Context: an optimization exercise on an open-source flow, tuned for small area, a short achievable clock period and few clock cycles. The choices shown serve that exercise and are no tape-out recipe.
In this exercise RTL edits were held to simulation tests only and were not proved equivalent to the original.
Power and IR drop assume default switching activity.

==> flow/design.v <==
module core_riscv (
    input  logic        clk,
    input  logic        rst_i,
    input  logic [31:0] imem_data_i,
    output logic [31:0] imem_addr_o,
    output logic        imem_rd_en_o,
    input  logic [31:0] dmem_data_i,
    output logic [31:0] dmem_data_o,
    output logic [31:0] dmem_addr_o,
    output logic        dmem_rd_en_o,
    output logic        dmem_wr_en_o,
    output logic [1:0]  dmem_size_o,
    output logic        dmem_sign_o
);
    logic [9:0]  pc_f;       
    logic [9:0]  pc_i;       
    logic        pc_f1, pc_i1;   
    logic        i_valid;
    logic        stall_r;    
    logic [31:0] ir;
    logic [31:0] pc_r;       
    logic [31:0] npc;        
    logic        use_npc;
    logic [31:0] et_r;       
    logic        use_et;     
    logic        r_valid;
    logic        is_lui, is_auipc, is_jal, is_jalr, is_br, is_ld, is_st, is_opi, is_op;
    logic        r_wr, use1, use2, r_pred, r_redi;
    logic [31:0] e_op1, e_op2, e_x;    
    logic [4:0]  e_rd;
    logic [2:0]  e_f3;
    logic        e_sub, e_s_add, e_s_slt, e_s_sltu, e_s_xor, e_s_or, e_s_and, e_s_sh, e_s_link;
    logic        e_shl, e_sra;
    logic        e_brq, e_jalrq, e_ldq, e_stq, e_wrq, e_kill;    
    logic        e_br, e_jalr, e_ld, e_st, e_wr, e_pred, e_k2, e_k3;
    assign e_br   = e_brq   & ~e_kill;
    assign e_jalr = e_jalrq & ~e_kill;
    assign e_ld   = e_ldq   & ~e_kill;
    assign e_st   = e_stq   & ~e_kill;
    assign e_wr   = e_wrq   & ~e_kill;
    logic [31:0] m_res, m_sd;
    logic [4:0]  m_rd;
    logic [1:0]  m_size;
    logic        m_sign, m_ld, m_st, m_wr;
    logic [31:0] w_res;
    logic [4:0]  w_rd;
    logic        w_ld, w_wr;
    logic [31:0] rf [1:31];
    logic [31:0] wb_data;
    assign wb_data = w_ld ? dmem_data_i : w_res;
    genvar gi;
    generate
        for (gi = 1; gi < 32; gi++) begin : g_rf
            always_ff @(posedge clk) begin
                if (w_wr && w_rd == gi) rf[gi] <= wb_data;
            end
        end
    endgenerate
    logic [4:0] rs1, rs2, rd;
    assign rs1 = ir[19:15];
    assign rs2 = ir[24:20];
    assign rd  = ir[11:7];
    logic [31:0] rf1, rf2;
    logic [31:0] rfa [0:31];
    always_comb begin
        rfa[0] = '0;
        for (int i = 1; i < 32; i++) rfa[i] = rf[i];
    end
    assign rf1 = rfa[rs1];
    assign rf2 = rfa[rs2];
    logic [4:0] q_op;
    assign q_op = imem_data_i[6:2];
    logic q_lui, q_auipc, q_jal, q_jalr, q_br, q_ld, q_st, q_opi, q_op_r;
    assign q_lui   = (q_op == 5'b01101);
    assign q_auipc = (q_op == 5'b00101);
    assign q_jal   = (q_op == 5'b11011);
    assign q_jalr  = (q_op == 5'b11001);
    assign q_br    = (q_op == 5'b11000);
    assign q_ld    = (q_op == 5'b00000);
    assign q_st    = (q_op == 5'b01000);
    assign q_opi   = (q_op == 5'b00100);
    assign q_op_r  = (q_op == 5'b01100);
    logic q_use1, q_use2, q_use2s, q_wr, q_pred;
    assign q_use1  = q_jalr | q_br | q_ld | q_st | q_opi | q_op_r;    
    assign q_use2  = q_br | q_op_r;                                   
    assign q_use2s = q_br | q_op_r | q_st;                            
    assign q_wr    = (q_lui | q_auipc | q_jal | q_jalr | q_ld | q_opi | q_op_r)
                     && (imem_data_i[11:7] != 5'd0);
    assign q_pred  = q_br & imem_data_i[31];
    logic q_jal4, q_redi;
    assign q_jal4 = q_jal & (imem_data_i[31:12] == 20'h00400);
    assign q_redi = (q_jal & ~q_jal4) | q_pred;
    logic [9:0] q_tgt_j, q_tgt_b, q_tgt;
    pfx_add #(.W(10)) u_qj (.a(pc_i), .b({imem_data_i[20], imem_data_i[30:22]}),
                            .ci(pc_i1 & imem_data_i[21]), .s(q_tgt_j), .co());
    pfx_add #(.W(10)) u_qb (.a(pc_i), .b({imem_data_i[7], imem_data_i[30:25], imem_data_i[11:9]}),
                            .ci(pc_i1 & imem_data_i[8]), .s(q_tgt_b), .co());
    logic q_tgt1;
    assign q_tgt1 = pc_i1 ^ (q_jal ? imem_data_i[21] : imem_data_i[8]);
    assign q_tgt = q_jal ? q_tgt_j : q_tgt_b;
    logic i_redir;
    assign i_redir = i_valid & ~stall_r & q_redi;
    logic [2:0] f3;
    assign f3 = ir[14:12];
    logic r_ldw;
    assign r_ldw = r_valid & is_ld & r_wr;
    logic [31:0] imm_i, imm_s, imm_b, imm_u, imm_j;
    assign imm_i = {{21{ir[31]}}, ir[30:20]};
    assign imm_s = {{21{ir[31]}}, ir[30:25], ir[11:7]};
    assign imm_b = {{20{ir[31]}}, ir[7], ir[30:25], ir[11:8], 1'b0};
    assign imm_u = {ir[31:12], 12'b0};
    assign imm_j = {{12{ir[31]}}, ir[19:12], ir[20], ir[30:21], 1'b0};
    logic [31:0] r_tgt, r_pc4;
    pfx_add #(.W(32)) u_rt (.a(pc_r), .b(is_jal ? imm_j : imm_b), .ci(1'b0), .s(r_tgt), .co());
    assign r_pc4 = pc_r + 32'd4;
    logic r_fix;    
    assign r_fix = r_valid & r_redi;
    logic r_k1, r_k2, r_k3;
    assign r_k1 = (imm_b == 32'd4);
    assign r_k2 = (imm_b == 32'd8);
    assign r_k3 = (imm_b == 32'd12);
    logic hm1, hm2, hw1, hw2, lw1, lw2;
    assign hm1 = m_wr && (m_rd == rs1);
    assign hm2 = m_wr && (m_rd == rs2);
    assign hw1 = w_wr && (w_rd == rs1);
    assign hw2 = w_wr && (w_rd == rs2);
    assign lw1 = hw1 & w_ld & ~hm1;    
    assign lw2 = hw2 & w_ld & ~hm2;
    logic fe1, fe2, fes;
    assign fe1 = use1  & e_wr & (e_rd == rs1);
    assign fe2 = use2  & e_wr & (e_rd == rs2);
    assign fes = is_st & e_wr & (e_rd == rs2);
    logic s1_e, s1_ld, s1_pc, s1_m, s1_w, s1_rf;
    assign s1_e  = fe1;
    assign s1_ld = ~fe1 & use1 & lw1;
    assign s1_pc = ~fe1 & ~(use1 & lw1) & ~is_lui & is_auipc;
    assign s1_m  = ~fe1 & ~(use1 & lw1) & ~is_lui & ~is_auipc & hm1;
    assign s1_w  = ~fe1 & ~(use1 & lw1) & ~is_lui & ~is_auipc & ~hm1 & hw1;
    assign s1_rf = ~fe1 & ~(use1 & lw1) & ~is_lui & ~is_auipc & ~hm1 & ~hw1;
    logic [31:0] imm2;
    assign imm2 = is_st ? imm_s : ((is_lui | is_auipc) ? imm_u : imm_i);
    logic s2_e, s2_ld, s2_m, s2_w, s2_rf, s2_im;
    assign s2_e  = fe2;
    assign s2_ld = ~fe2 & use2 & lw2;
    assign s2_m  = ~fe2 & use2 & ~lw2 & hm2;
    assign s2_w  = ~fe2 & use2 & ~lw2 & ~hm2 & hw2;
    assign s2_rf = ~fe2 & use2 & ~lw2 & ~hm2 & ~hw2;
    assign s2_im = ~fe2 & ~use2;
    logic sx_e, sx_ld, sx_m, sx_w, sx_rf, sx_t, sx_p;
    assign sx_e  = fes;
    assign sx_ld = ~fes & is_st & lw2;
    assign sx_m  = ~fes & is_st & ~lw2 & hm2;
    assign sx_w  = ~fes & is_st & ~lw2 & ~hm2 & hw2;
    assign sx_rf = ~fes & is_st & ~lw2 & ~hm2 & ~hw2;
    assign sx_t  = ~fes & ~is_st & is_br & ~r_pred;
    assign sx_p  = ~fes & ~is_st & ~(is_br & ~r_pred);
    logic [31:0] res;
    logic [31:0] op1_n, op2_n, x_n;
    assign op1_n = ({32{s1_e}}  & res)  | ({32{s1_ld}} & dmem_data_i) | ({32{s1_pc}} & pc_r)
                 | ({32{s1_m}}  & m_res) | ({32{s1_w}}  & w_res)       | ({32{s1_rf}} & rf1);
    assign op2_n = ({32{s2_e}}  & res)  | ({32{s2_ld}} & dmem_data_i) | ({32{s2_m}}  & m_res)
                 | ({32{s2_w}}  & w_res) | ({32{s2_rf}} & rf2)         | ({32{s2_im}} & imm2);
    assign x_n   = ({32{sx_e}}  & res)  | ({32{sx_ld}} & dmem_data_i) | ({32{sx_m}}  & m_res)
                 | ({32{sx_w}}  & w_res) | ({32{sx_rf}} & rf2)         | ({32{sx_t}}  & r_tgt)
                 | ({32{sx_p}}  & r_pc4);
    logic a_sub, a_add, a_slt, a_sltu, a_xor, a_or, a_and, a_sh, a_shl, a_sra;
    logic alu_rr;    
    assign alu_rr = is_op | is_opi;
    always_comb begin
        a_add  = is_lui | is_auipc | is_ld | is_st | (alu_rr & f3 == 3'b000);
        a_sub  = (is_op & f3 == 3'b000 & ir[30]) | (alu_rr & f3[2:1] == 2'b01) | is_br;
        a_slt  = alu_rr & f3 == 3'b010;
        a_sltu = alu_rr & f3 == 3'b011;
        a_xor  = alu_rr & f3 == 3'b100;
        a_or   = alu_rr & f3 == 3'b110;
        a_and  = alu_rr & f3 == 3'b111;
        a_sh   = alu_rr & f3[1:0] == 2'b01;
        a_shl  = ~f3[2];
        a_sra  = ir[30];
    end
    logic q_hit_r, q_hit_e, h_hit_e;
    assign q_hit_r = r_ldw & ((q_use1 & imem_data_i[19:15] == rd) |
                              (q_use2s & imem_data_i[24:20] == rd));
    assign q_hit_e = e_ld & e_wr & ((q_use1 & imem_data_i[19:15] == e_rd) |
                                    (q_use2s & imem_data_i[24:20] == e_rd));
    assign h_hit_e = e_ld & e_wr & ((use1 & rs1 == e_rd) |
                                    ((use2 | is_st) & rs2 == e_rd));
    logic [31:0] a, b, sd;
    assign a  = e_op1;
    assign b  = e_op2;
    assign sd = e_x;
    logic [31:0] b_in, sum;
    logic        cout;
    assign b_in = b ^ {32{e_sub}};
    pfx_add #(.W(32)) u_alu (.a(a), .b(b_in), .ci(e_sub), .s(sum), .co(cout));
    logic ltu, lt, eq;
    assign ltu = ~cout;
    assign lt  = (a[31] ^ b[31]) ? a[31] : sum[31];
    assign eq  = (a == b);
    logic [31:0] sh_in, sh_r, sh_out;
    logic [32:0] sh_w;
    always_comb begin
        for (int i = 0; i < 32; i++) sh_in[i] = e_shl ? a[31-i] : a[i];
    end
    assign sh_w = $signed({e_sra & a[31], sh_in}) >>> b[4:0];
    assign sh_r = sh_w[31:0];
    always_comb begin
        for (int i = 0; i < 32; i++) sh_out[i] = e_shl ? sh_r[31-i] : sh_r[i];
    end
    assign res = ({32{e_s_add}}  & sum)
               | ({32{e_s_slt}}  & {31'd0, lt})
               | ({32{e_s_sltu}} & {31'd0, ltu})
               | ({32{e_s_xor}}  & (a ^ b))
               | ({32{e_s_or}}   & (a | b))
               | ({32{e_s_and}}  & (a & b))
               | ({32{e_s_sh}}   & sh_out)
               | ({32{e_s_link}} & e_x);
    logic taken, redir_e;
    logic [31:0] e_tgt;
    assign taken   = (e_f3[2] ? (e_f3[1] ? ltu : lt) : eq) ^ e_f3[0];
    logic ok2, ok3, skip2, skip3;
    assign ok2     = e_k2 & r_valid & ~r_fix & ~stall_r & i_valid;
    assign ok3     = e_k3 & r_valid & ~r_fix & ~stall_r & i_valid & ~i_redir;
    assign skip2   = e_br & taken & ok2;
    assign skip3   = e_br & taken & ok3;
    assign redir_e = e_jalr | (e_br & (taken ^ e_pred) & ~(ok2 | ok3));
    assign e_tgt   = e_jalr ? {sum[31:1], 1'b0} : e_x;
    logic e_go, r_in;
    assign e_go = r_valid & ~stall_r;
    assign r_in = i_valid & ~stall_r;    
    always_ff @(posedge clk) begin
        if (rst_i)            pc_f <= '0;
        else if (redir_e)     pc_f <= e_tgt[11:2];
        else if (stall_r)     pc_f <= pc_f;
        else if (i_redir)     pc_f <= q_tgt;
        else                  pc_f <= pc_f + 10'd1;
        if (rst_i)            pc_f1 <= 1'b0;
        else if (redir_e)     pc_f1 <= e_tgt[1];
        else if (i_redir)     pc_f1 <= q_tgt1;
        if (!stall_r) begin
            pc_i  <= pc_f;
            pc_i1 <= pc_f1;
        end
        if (rst_i || redir_e || i_redir) i_valid <= 1'b0;
        else if (!stall_r)               i_valid <= 1'b1;
        if (rst_i || redir_e)            stall_r <= 1'b0;
        else if (stall_r)                stall_r <= r_valid & h_hit_e;
        else                             stall_r <= i_valid & (q_hit_r | q_hit_e);
        if (!stall_r) begin
            ir       <= imem_data_i;
            is_lui   <= q_lui;
            is_auipc <= q_auipc;
            is_jal   <= q_jal;
            is_jalr  <= q_jalr;
            is_br    <= q_br;
            is_ld    <= q_ld;
            is_st    <= q_st;
            is_opi   <= q_opi;
            is_op    <= q_op_r;
            r_wr     <= q_wr;
            use1     <= q_use1;
            use2     <= q_use2;
            r_pred   <= q_pred;
            r_redi   <= q_redi;
        end
        if (rst_i || redir_e)  r_valid <= 1'b0;
        else if (!stall_r)     r_valid <= i_valid & ~skip3;
        if (r_in) pc_r <= use_et ? et_r : (use_npc ? npc : r_pc4);
        if (e_br | e_jalr) et_r <= e_tgt;
        if (rst_i)      npc <= '0;
        else if (r_fix) npc <= r_tgt;
        if (rst_i) begin
            use_et  <= 1'b0;
            use_npc <= 1'b1;
        end else if (redir_e) begin
            use_et  <= 1'b1;
        end else if (r_in) begin
            use_et  <= 1'b0;
            use_npc <= 1'b0;
        end else if (r_fix) begin
            use_npc <= 1'b1;
        end
        e_op1 <= op1_n;
        e_op2 <= op2_n;
        e_x   <= x_n;
        e_rd  <= rd;
        e_f3  <= f3;
        e_sub <= a_sub;
        e_s_add  <= a_add;
        e_s_slt  <= a_slt;
        e_s_sltu <= a_sltu;
        e_s_xor  <= a_xor;
        e_s_or   <= a_or;
        e_s_and  <= a_and;
        e_s_sh   <= a_sh;
        e_s_link <= is_jal | is_jalr;
        e_shl    <= a_shl;
        e_sra    <= a_sra;
        e_pred   <= r_pred;
        e_k2     <= r_k2;
        e_k3     <= r_k3;
        if (rst_i || !e_go) begin
            e_brq   <= 1'b0;
            e_jalrq <= 1'b0;
            e_ldq   <= 1'b0;
            e_stq   <= 1'b0;
            e_wrq   <= 1'b0;
        end else begin
            e_brq   <= is_br & ~r_k1;
            e_jalrq <= is_jalr;
            e_ldq   <= is_ld;
            e_stq   <= is_st;
            e_wrq   <= r_wr;
        end
        e_kill <= redir_e | skip2 | skip3;
        m_res  <= res;
        m_sd   <= sd;
        m_rd   <= e_rd;
        m_size <= e_f3[1:0];
        m_sign <= e_f3[2];
        if (rst_i) begin
            m_ld <= 1'b0;
            m_st <= 1'b0;
            m_wr <= 1'b0;
        end else begin
            m_ld <= e_ld;
            m_st <= e_st;
            m_wr <= e_wr;
        end
        w_res <= m_res;
        w_rd  <= m_rd;
        w_ld  <= m_ld;
        if (rst_i) w_wr <= 1'b0;
        else       w_wr <= m_wr;
    end
    assign imem_addr_o  = {20'd0, pc_f, 2'b00};
    assign imem_rd_en_o = ~stall_r;
    assign dmem_addr_o  = m_res;
    assign dmem_data_o  = m_sd;
    assign dmem_rd_en_o = m_ld;
    assign dmem_wr_en_o = m_st;
    assign dmem_size_o  = m_size;
    assign dmem_sign_o  = m_sign;
endmodule
module pfx_add #(
    parameter int W = 32
) (
    input  logic [W-1:0] a,
    input  logic [W-1:0] b,
    input  logic         ci,
    output logic [W-1:0] s,
    output logic         co
);
    localparam int L = (W > 32) ? 6 : (W > 16) ? 5 : (W > 8) ? 4 : (W > 4) ? 3 : (W > 2) ? 2 : 1;
    logic [(L+1)*W-1:0] gg, pp;
    assign gg[W-1:0] = a & b;
    assign pp[W-1:0] = a ^ b;
    genvar l, i;
    generate
        for (l = 0; l < L; l++) begin : g_lv
            for (i = 0; i < W; i++) begin : g_bt
                if (((i >> l) & 1) == 1) begin : g_cmb
                    localparam int J = ((i >> l) << l) - 1;
                    assign gg[(l+1)*W + i] = gg[l*W + i] | (pp[l*W + i] & gg[l*W + J]);
                    assign pp[(l+1)*W + i] = pp[l*W + i] & pp[l*W + J];
                end else begin : g_pass
                    assign gg[(l+1)*W + i] = gg[l*W + i];
                    assign pp[(l+1)*W + i] = pp[l*W + i];
                end
            end
        end
    endgenerate
    logic [W:0] c;
    assign c[0] = ci;
    generate
        for (i = 0; i < W; i++) begin : g_c
            assign c[i+1] = gg[L*W + i] | (pp[L*W + i] & ci);
        end
    endgenerate
    assign s  = pp[W-1:0] ^ c[W-1:0];
    assign co = c[W];
endmodule
==> flow/flow/run.sh <==
#!/bin/bash
set -euo pipefail
echo 'export SETUP_SLACK_MARGIN = 6.2' >> config.mk
bash standard.sh > standard.log 2>&1
==> flow/standard.sh <==
#!/bin/bash
# synth_recipe.tcl (not shown) runs the flow's synth.tcl, then flattens the netlist and writes it again
# the make line also repeats each setting of config.mk as NAME=value (left out here)
make -C /OpenROAD-flow-scripts/flow DESIGN_CONFIG=/design/flow/config.mk WORK_HOME=/design/flow/orfs CLKGATE_MAP_FILE= SYNTH_SCRIPT=/design/flow/synth_recipe.tcl "${@:-finish}"
==> flow/config.mk <==
export PLATFORM = sky130hd
export DESIGN_NAME = core_riscv
export DESIGN_NICKNAME = core_riscv
export VERILOG_FILES = /design/flow/design.v
export SDC_FILE = /design/flow/constraint.sdc
export NUM_CORES = 4
export LEC_CHECK = 0
export CAP_MARGIN = 20
export CORE_MARGIN = 2
export CORE_UTILIZATION = 40
export CTS_BUF_LIST = sky130_fd_sc_hd__clkbuf_16
export CTS_CLUSTER_DIAMETER = 80
export CTS_CLUSTER_SIZE = 24
export PLACE_DENSITY = 0.6
export SLEW_MARGIN = 20
export SETUP_SLACK_MARGIN = 6.2
==> flow/constraint.sdc <==
create_clock -name core_clock -period 10.0 [get_ports {clk}]
set_input_delay 2.0000 -clock core_clock [delete_from_list [all_inputs] [get_ports {clk}]]
set_output_delay 2.0000 -clock core_clock [all_outputs]
set_load 0.01 [all_outputs]
==> reports/metrics.yaml, run 1 <==
detailed_routing:
  first_iter_violations: 12427
  wl_per_cell_um: 41.49
  wl_um: 322400
  ant_nets: 0
  drc: 0
  viasPerCell: 7.370
  vias: 57266
  drt-pass1-iter-count: 11
power_and_ir_drop:
  seqPwrFrac: 0.518
  clockPowerShare: 0.313
  power_density_nw_per_um2: 170.7
  p_leak_uw: 0.02629
  intPower_uw: 9001
  swShare: 0.3036
  combPwrFrac: 0.168
  worst_ir_drop_vdd_mv: 0.1449
  p_sw_uw: 3925
  total_power_uw: 12930
sta:
  clock.fmax_ghz: 0.2537
  worstMarginPinSlew_ns: 1.155
  maxSlewViolCount: 0
  whs_ns: 0.3899
  setup_viol_count_final: 0
  hold_viol: 0
  slew_headroom: 0.2303
  finalCritPeriodShare: 0.3942
  setup_tns_ns: 0
  fin_crit_ns: 3.942
  skew_ns: 0.05594
  grt_setup_unrepaired: "yes"
clock_tree:
  cts-root-buf: "clkbuf_16"
  htreeDepth: 3
  cts_made_buffers: 84
  ctsHoldBuffers: 0
  insertion_delay_ns: 0.77
  cts.sinks: 1392
  cts_tree: "yes"
  cts_buffer_depth: 3
  clkTransAtPathRegs_ns: 0.09
layout:
  fillers: 14537
  utilization: 0.4641
  synthToLayoutAreaGrowth_pct: 14.97
  drive_above_1_share: 0.1514
  instances_no_fill: 7770
  nets: 5736
synthesis:
  synth-seq-cells: 1392
  netlist_instances: 5393
  synth_area_sq_um: 65860
  synth.avg_cell_area_sq_um: 12.21
  synthArstFlopShare: 0
  yosys-top-cells-count: "1106 x edfxtp_1, 615 x a22oi_1, 505 x nand2_1"
  synthTopCellsByArea: "edfxtp_1 50%, dfxtp_1 8.7%, a22oi_1 7.0%, a221oi_1 3.2%, nand2_1 2.9%"
  synth_top_area_frac: 0.5043
  synth-edff-count: 1106
  yosysWarnings: 3
  synth_most_common_cell: "edfxtp_1"
  yosys.area.top_type: "edfxtp_1"
  yosysUniqueCellTypes: 90
  ys_seq_area_frac: 0.5912
  synthFlopType: "edfxtp_1"
worst_setup_path:
  r2r_start: "e_sub$_DFF_P_"
  path_cells: "buf_4 -> buf_16 -> xor2_1 -> ha_1 -> and4_1 -> a221o_1 -> a221o_1 -> buf_6 -> a221oi_4 -> xnor2_2 -> a221o_2 -> a221oi_2 -> o21ai_2"
  start_kind: "flip-flop"
  reg2reg_slack_ns: 6.06
  crit_slowest_cell: "a221o_2"
  cpMostUsedCell: "a221o_1"
  required_ns: 10.62
  critPathCaptureType: "flip-flop"
  criticalPathCategory: "reg2reg"
  rr_worst_depth: 13
  crit_arrival_ns: 4.56
  crit_path_max_incr_delay_ns: 0.48
  r2r_end: "e_x[29]$_DFF_P_"
  worst-path-max-fanout: 8
die:
  core_sq_um: 163100
  pin_count: 168
  num_rows: 148
  start_util: 0.4037
  fp.dieArea_sq_um: 167900
  die_x_um: 409.8
  die_h_um: 409.8
placed_design:
  port_buffers: 143
  dpl.hpwl_um: 187500
  globalplace.congestion: 0.9927
  dpl.cell_count: 7508
grt:
  grt_max_degree: 72
  overflow: 0
  grt_pass1_wl_um: 432200
  grt_pass1_vias: 52174
  grt_usage: 0.3683
  antenna_found_initial: 20
hold_path:
  hold_path_class: "reg2reg"
  whs_path_depth: 0
  worstHoldEndpoint: "w_ld$_DFF_P_"
  worstHoldStart: "m_ld$_SDFF_PP0_"
status:
  outcome: "complete, no violations"
flow_run:
  maxCapViolations: 0
==> layer usage <==
layer	global-route usage	vias to the layer above	part of all wire
li1	-	21796	-
met2	0.5233	6070	0.40
met1	0.4495	27660	0.33
met5	0.005747	-	0.0011
met3	0.1537	1716	0.17
met4	0.2604	24	0.094
==> worst max-delay path by stage <==
stage / end / slack (ns) / cells past startpoint / startpoint
6_report: e_x[29]$_DFF_P_ / 6.06 / 13 / e_sub$_DFF_P_
2_1_floorplan: pc_f[7]$_SDFFE_PP0P_ / 5.97 / 11 / imem_data_i[9]
4_1_cts: e_op2[25]$_DFF_P_ / 6.09 / 12 / e_sub$_DFF_P_
5_1_grt: e_op1[0]$_DFF_P_ / 5.99 / 15 / e_sub$_DFF_P_
3_3_place_gp: pc_f1$_SDFFE_PP0P_ / 4.95 / 9 / imem_data_i[20]
3_5_place_dp: pc_f[1]$_SDFFE_PP0P_ / 4.92 / 9 / imem_data_i[20]
==> final cells by class <==
cell class	count	area, sq um	area share
clock inverters	58	807.0	0.01066
clock buffers	85	2127	0.02809
flip-flops and latches	1392	38990	0.5149
well taps	2175	2721	0.03594
inverters	131	491.7	0.006494
repair buffers	421	3799	0.05017
multi-input cells	3494	26750	0.3533
diodes	14	35.03	0.0004627
==> worst max-delay path: cells and delay by family (launching register included) <==
kind / cells / cell delay [ns]
fa+ha+maj: 1 / 0.36
flops: 1 / 0.41
simple gates: 1 / 0.19
compound gates: 6 / 2.08
buf+inv: 3 / 0.48
xor+xnor: 2 / 0.27
==> flip-flops by register name, indices dropped and copies added (netlist names), 2 cells and up <==
signal  flops
rf        992
e_op1      32
e_op2      32
e_x        32
et_r       32
m_res      32
m_sd       32
npc        32
pc_r       32
w_res      32
ir         25
pc_f       10
pc_i       10
e_rd        5
m_rd        5
w_rd        5
e_f3        3
m_size      2
==> cell families after synthesis <==
kind of cell / after synthesis / share of synthesized area
flops: 1392 / 0.5912
xor+xnor: 173 / 0.02312
compound gates: 1669 / 0.1964
mux: 190 / 0.03744
simple gates: 1293 / 0.09085
other cells: 1 / 0.00005694
buf+inv: 529 / 0.03256
fa+ha+maj: 146 / 0.02842
==> placed cells by master (no fill, tap or decap), drive strengths merged, types with 21 or more instances in the layout <==
master,synthesis,layout
a221o,61,61
a221oi,249,249
o211ai,36,36
ha,140,140
inv,127,158
xnor2,78,78
nand2b,21,21
xor2,95,95
conb,1,22
clkbuf,292,89
o2111ai,21,21
a21oi,123,123
dfxtp,286,286
and3,27,27
mux4,39,39
a22o,171,171
mux2,61,61
nor4,32,32
edfxtp,1106,1106
nor2,278,278
o21ai,155,156
nand2,505,505
clkdlybuf4s50,0,103
nand3,129,129
dlygate4sd2,0,30
nor3,79,79
clkinv,4,24
a21o,29,29
mux2i,90,90
buf,106,278
nand4,110,110
a22oi,615,615
a222oi,86,86
==> through the flow <==
step                cell area [sq um]  setup slack [ns]
floorplan                       66060             5.972
global placement                70630             4.954
detailed placement              70630             4.923
CTS                             74700             6.089
global route                    75690             5.993
finish                          75720             6.058
==> what timing repair did <==
action	CTS	global route
pin swaps	41	54
hold endpoints to repair	0	0
gates resized for setup	170	129
buffers inserted	51	48
setup endpoints to repair	202	102
gates cloned	4	1
==> power by group through the flow <==
stage                     clock network (uW)  registers (uW)  logic [uW]
final                                   4050            6700        2170
after global routing                    4230            6710        2240
after detailed placement                   0            6820        1880
after CTS                               4040            6690        1970
after global placement                     0            6820        1860
after floorplan                            0            6720        1100
Testbench counts, summed over its fixed seeds: cycles 59,197.
==> inputs of run 2 (changes only) <==
==> flow/flow/run.sh (replaced) <==
#!/bin/bash
set -euo pipefail
echo 'export SETUP_SLACK_MARGIN = 6.4' >> config.mk
bash standard.sh > standard.log 2>&1
--- a/flow/config.mk
+++ b/flow/config.mk
@@ -14,3 +14,3 @@
 export PLACE_DENSITY = 0.6
 export SLEW_MARGIN = 20
-export SETUP_SLACK_MARGIN = 6.2
+export SETUP_SLACK_MARGIN = 6.4
==> run 2 against run 1 <==
Core utilization rose by 0.78 points. Global-route usage rose by 0.18 points. Clock power barely moved. First-iteration DRC count fell by 0.76%. Cell area rose by 1.7%. Critical path depth rose by 1. Total power rose by 0.70%. Highest routed layer unchanged. Cell count rose by 0.73%. Maximum frequency rose by 2.6%.
==> reports/metrics.yaml, run 2 <==
die:
  die_x_um: 409.8
  core_sq_um: 163100
  fp.dieArea_sq_um: 167900
  num_rows: 148
  pin_count: 168
  die_h_um: 409.8
  start_util: 0.4037
grt:
  grt_max_degree: 78
  grt_pass1_wl_um: 433900
  antenna_found_initial: 17
  overflow: 0
  grt_usage: 0.3701
  grt_pass1_vias: 53238
detailed_routing:
  drc: 0
  first_iter_violations: 12332
  wl_um: 323500
  viasPerCell: 7.340
  drt-pass1-iter-count: 11
  vias: 57454
  wl_per_cell_um: 41.33
  ant_nets: 0
layout:
  largest_reg_flops: 992
  largest-register: "rf"
  final_area_sq_um: 76990
  nets: 5798
  final_cell_mix: "1106 x edfxtp_1, 613 x a22oi_1, 498 x nand2_1"
  synthToLayoutAreaGrowth_pct: 16.89
  fillers: 14422
  final_common_cell: "edfxtp_1"
  drive_above_1_share: 0.1781
clock_tree:
  clkTransAtPathRegs_ns: 0.10
  cts_tree: "yes"
  cts-root-buf: "clkbuf_16"
  cts.sinks: 1392
  cts_buffer_depth: 3
  insertion_delay_ns: 0.81
  cts_made_buffers: 85
  htreeDepth: 3
  ctsHoldBuffers: 0
sta:
  setup_tns_ns: 0
  grt_setup_unrepaired: "yes"
  worstMarginPinSlew_ns: 1.239
  setup_slack_ns: 6.157
  clock.fmax_ghz: 0.2602
  slew_headroom: 0.1722
  fin_crit_ns: 3.843
  finalCritPeriodShare: 0.3843
  hold_viol: 0
  maxSlewViolCount: 0
  skew_ns: 0.06055
  setup_viol_count_final: 0
worst_setup_path:
  criticalPathCategory: "reg2reg"
  reg2reg_slack_ns: 6.16
  crit_arrival_ns: 4.47
  critPathCaptureType: "flip-flop"
  worst-path-max-fanout: 5
  start_kind: "flip-flop"
  required_ns: 10.63
synthesis:
  synthArstFlopShare: 0
  synthFlopType: "edfxtp_1"
  synthTopCellsByArea: "edfxtp_1 50%, dfxtp_1 8.7%, a22oi_1 7.0%, a221oi_1 3.2%, nand2_1 2.9%"
  synth-edff-count: 1106
  netlist_instances: 5393
  yosys.area.top_type: "edfxtp_1"
  synth.avg_cell_area_sq_um: 12.21
  synth-seq-cells: 1392
  ys_seq_area_frac: 0.5912
  synth_most_common_cell: "edfxtp_1"
  yosys-top-cells-count: "1106 x edfxtp_1, 615 x a22oi_1, 505 x nand2_1"
  synth_top_area_frac: 0.5043
  yosysUniqueCellTypes: 90
  yosysWarnings: 3
  synth_area_sq_um: 65860
status:
  outcome: "complete, no violations"
placed_design:
  place_area_sq_um: 70590
  globalplace.congestion: 0.9819
  port_buffers: 143
  pre_cts_ws_ns: 4.792
  dpl.hpwl_um: 188000
hold_path:
  hold_path_class: "reg2reg"
power_and_ir_drop:
  swShare: 0.3049
  p_leak_uw: 0.02694
  seqPwrFrac: 0.515
  intPower_uw: 9048
  combPwrFrac: 0.176
  power_density_nw_per_um2: 169.1
  p_sw_uw: 3968
  worst_ir_drop_vdd_mv: 0.1281
  clockPowerShare: 0.309
flow_run:
  maxCapViolations: 0
run 2: cell counts after synthesis:
Identical to the previous run, type by type.
run 2: routing by layer:
layer / vias to the layer above / share of wire / global-route usage / wire (um)
li1: 21908 / - / - / -
met1: 27756 / 0.33 / 0.4489 / 106200
met2: 6040 / 0.40 / 0.5246 / 130000
met3: 1728 / 0.17 / 0.1614 / 56230
met4: 22 / 0.095 / 0.2605 / 30810
met5: - / 0.00065 / 0.004310 / 210
run 2: worst paths after layout:
kind / end / start / cells past startpoint
worst max-delay path: e_op2[0]$_DFF_P_ / e_sub$_DFF_P_ / 14
worst max register to register: e_op2[0]$_DFF_P_ / e_sub$_DFF_P_ / 14
worst min register to register: w_ld$_DFF_P_ / m_ld$_SDFF_PP0_ / 0
worst min-delay path: w_ld$_DFF_P_ / m_ld$_SDFF_PP0_ / 0
run 2: power by group through the flow:
stage	sequential (uW)	clock (uW)	combinational [uW]
2_1_floorplan	6720	0	1100
3_3_place_gp	6820	0	1860
3_5_place_dp	6820	0	1870
4_1_cts	6690	4010	2070
5_1_grt	6710	4210	2360
6_report	6700	4020	2290
run 2: timing repair:
action                     CTS  global route
pin swaps                   92            77
buffers inserted           104            65
setup endpoints to repair  263           141
resized for setup          411           194
cloned                       4             0
run 2: through the flow:
step,total power (uW),std cells,utilization,hold WS (ns)
5_1_grt,13280,7820,0.4718,0.3973
3_3_place_gp,8673,7501,0.4327,0.3819
3_5_place_dp,8694,7501,0.4327,0.3835
6_report,13020,7827,0.4719,0.4010
4_1_cts,12770,7753,0.4637,0.3809
2_1_floorplan,7816,5414,-,0.3290
run 2: worst max-delay path, stage by stage (launching register included):
cell,delay (ns)
dfxtp_4,0.47
buf_12,0.19
xor2_1,0.16
ha_1,0.29
a21oi_2,0.19
o21ai_4,0.11
a221o_1,0.40
a221o_1,0.45
a211oi_2,0.26
buf_4,0.19
xnor2_4,0.08
mux2_4,0.27
a22oi_2,0.17
o311a_4,0.31
o211ai_1,0.16
run 2: final cells by class:
type	count	area [sq um]	area share
antenna	9	22.52	0.0002925
clock buffer	85	2127	0.02763
clock inverter	59	765.7	0.009946
inverter	131	493.0	0.006403
multi-input combinational	3494	27370	0.3555
sequential	1392	39040	0.5071
tap	2175	2721	0.03535
timing repair buffer	482	4454	0.05786
run 2: cells by family (layout without fill, tap and decap cells):
family                     Yosys count  count (layout)  share of synthesized area
DFF                               1392            1392                     0.5912
and+or+nand+nor                   1293            1293                    0.09085
muxes                              190             190                    0.03744
adders and majority gates          146             146                    0.02842
other                                1              31                 0.00005694
buffers and inverters              529             757                    0.03256
AOI/OAI and AO/OA                 1669            1670                     0.1964
xor gates and xnor gates           173             173                    0.02312

[separate check: timing with driven ports]
In the flow no input, the clock included, has a driving cell. The finished layouts below were timed again as built, in two steps. Step 1 (the two cells are an assumption about what drives the block):
set clk [get_ports {clk}]
set_driving_cell -lib_cell sky130_fd_sc_hd__clkbuf_16 $clk
set_driving_cell -lib_cell sky130_fd_sc_hd__buf_2 [delete_from_list [all_inputs] $clk]
Step 2 moves the port delays by t, midway between the first and last clock arrival at a register: inputs arrive t later, outputs are due t later. That takes back most of the time a late clock gives input paths. Slacks: ideal / step 1 / step 2; pairs: ideal / step 1.
run | t, ns | slack for setup (ns) | worst register clock-pin slew, ns | worst slew at a driven data input, ns
run 1 | 0.839 | 6.058 / 6.058 / 5.418 | 0.11 / 0.11 | 0.09
run 2 | 0.865 | 6.157 / 6.157 / 5.464 | 0.11 / 0.11 | 0.10
After both steps setup and hold are still met in every run listed. For run 2, which loses most, drivers alone change the setup slack by 0.000 ns; drivers and shift together by -0.693 ns.
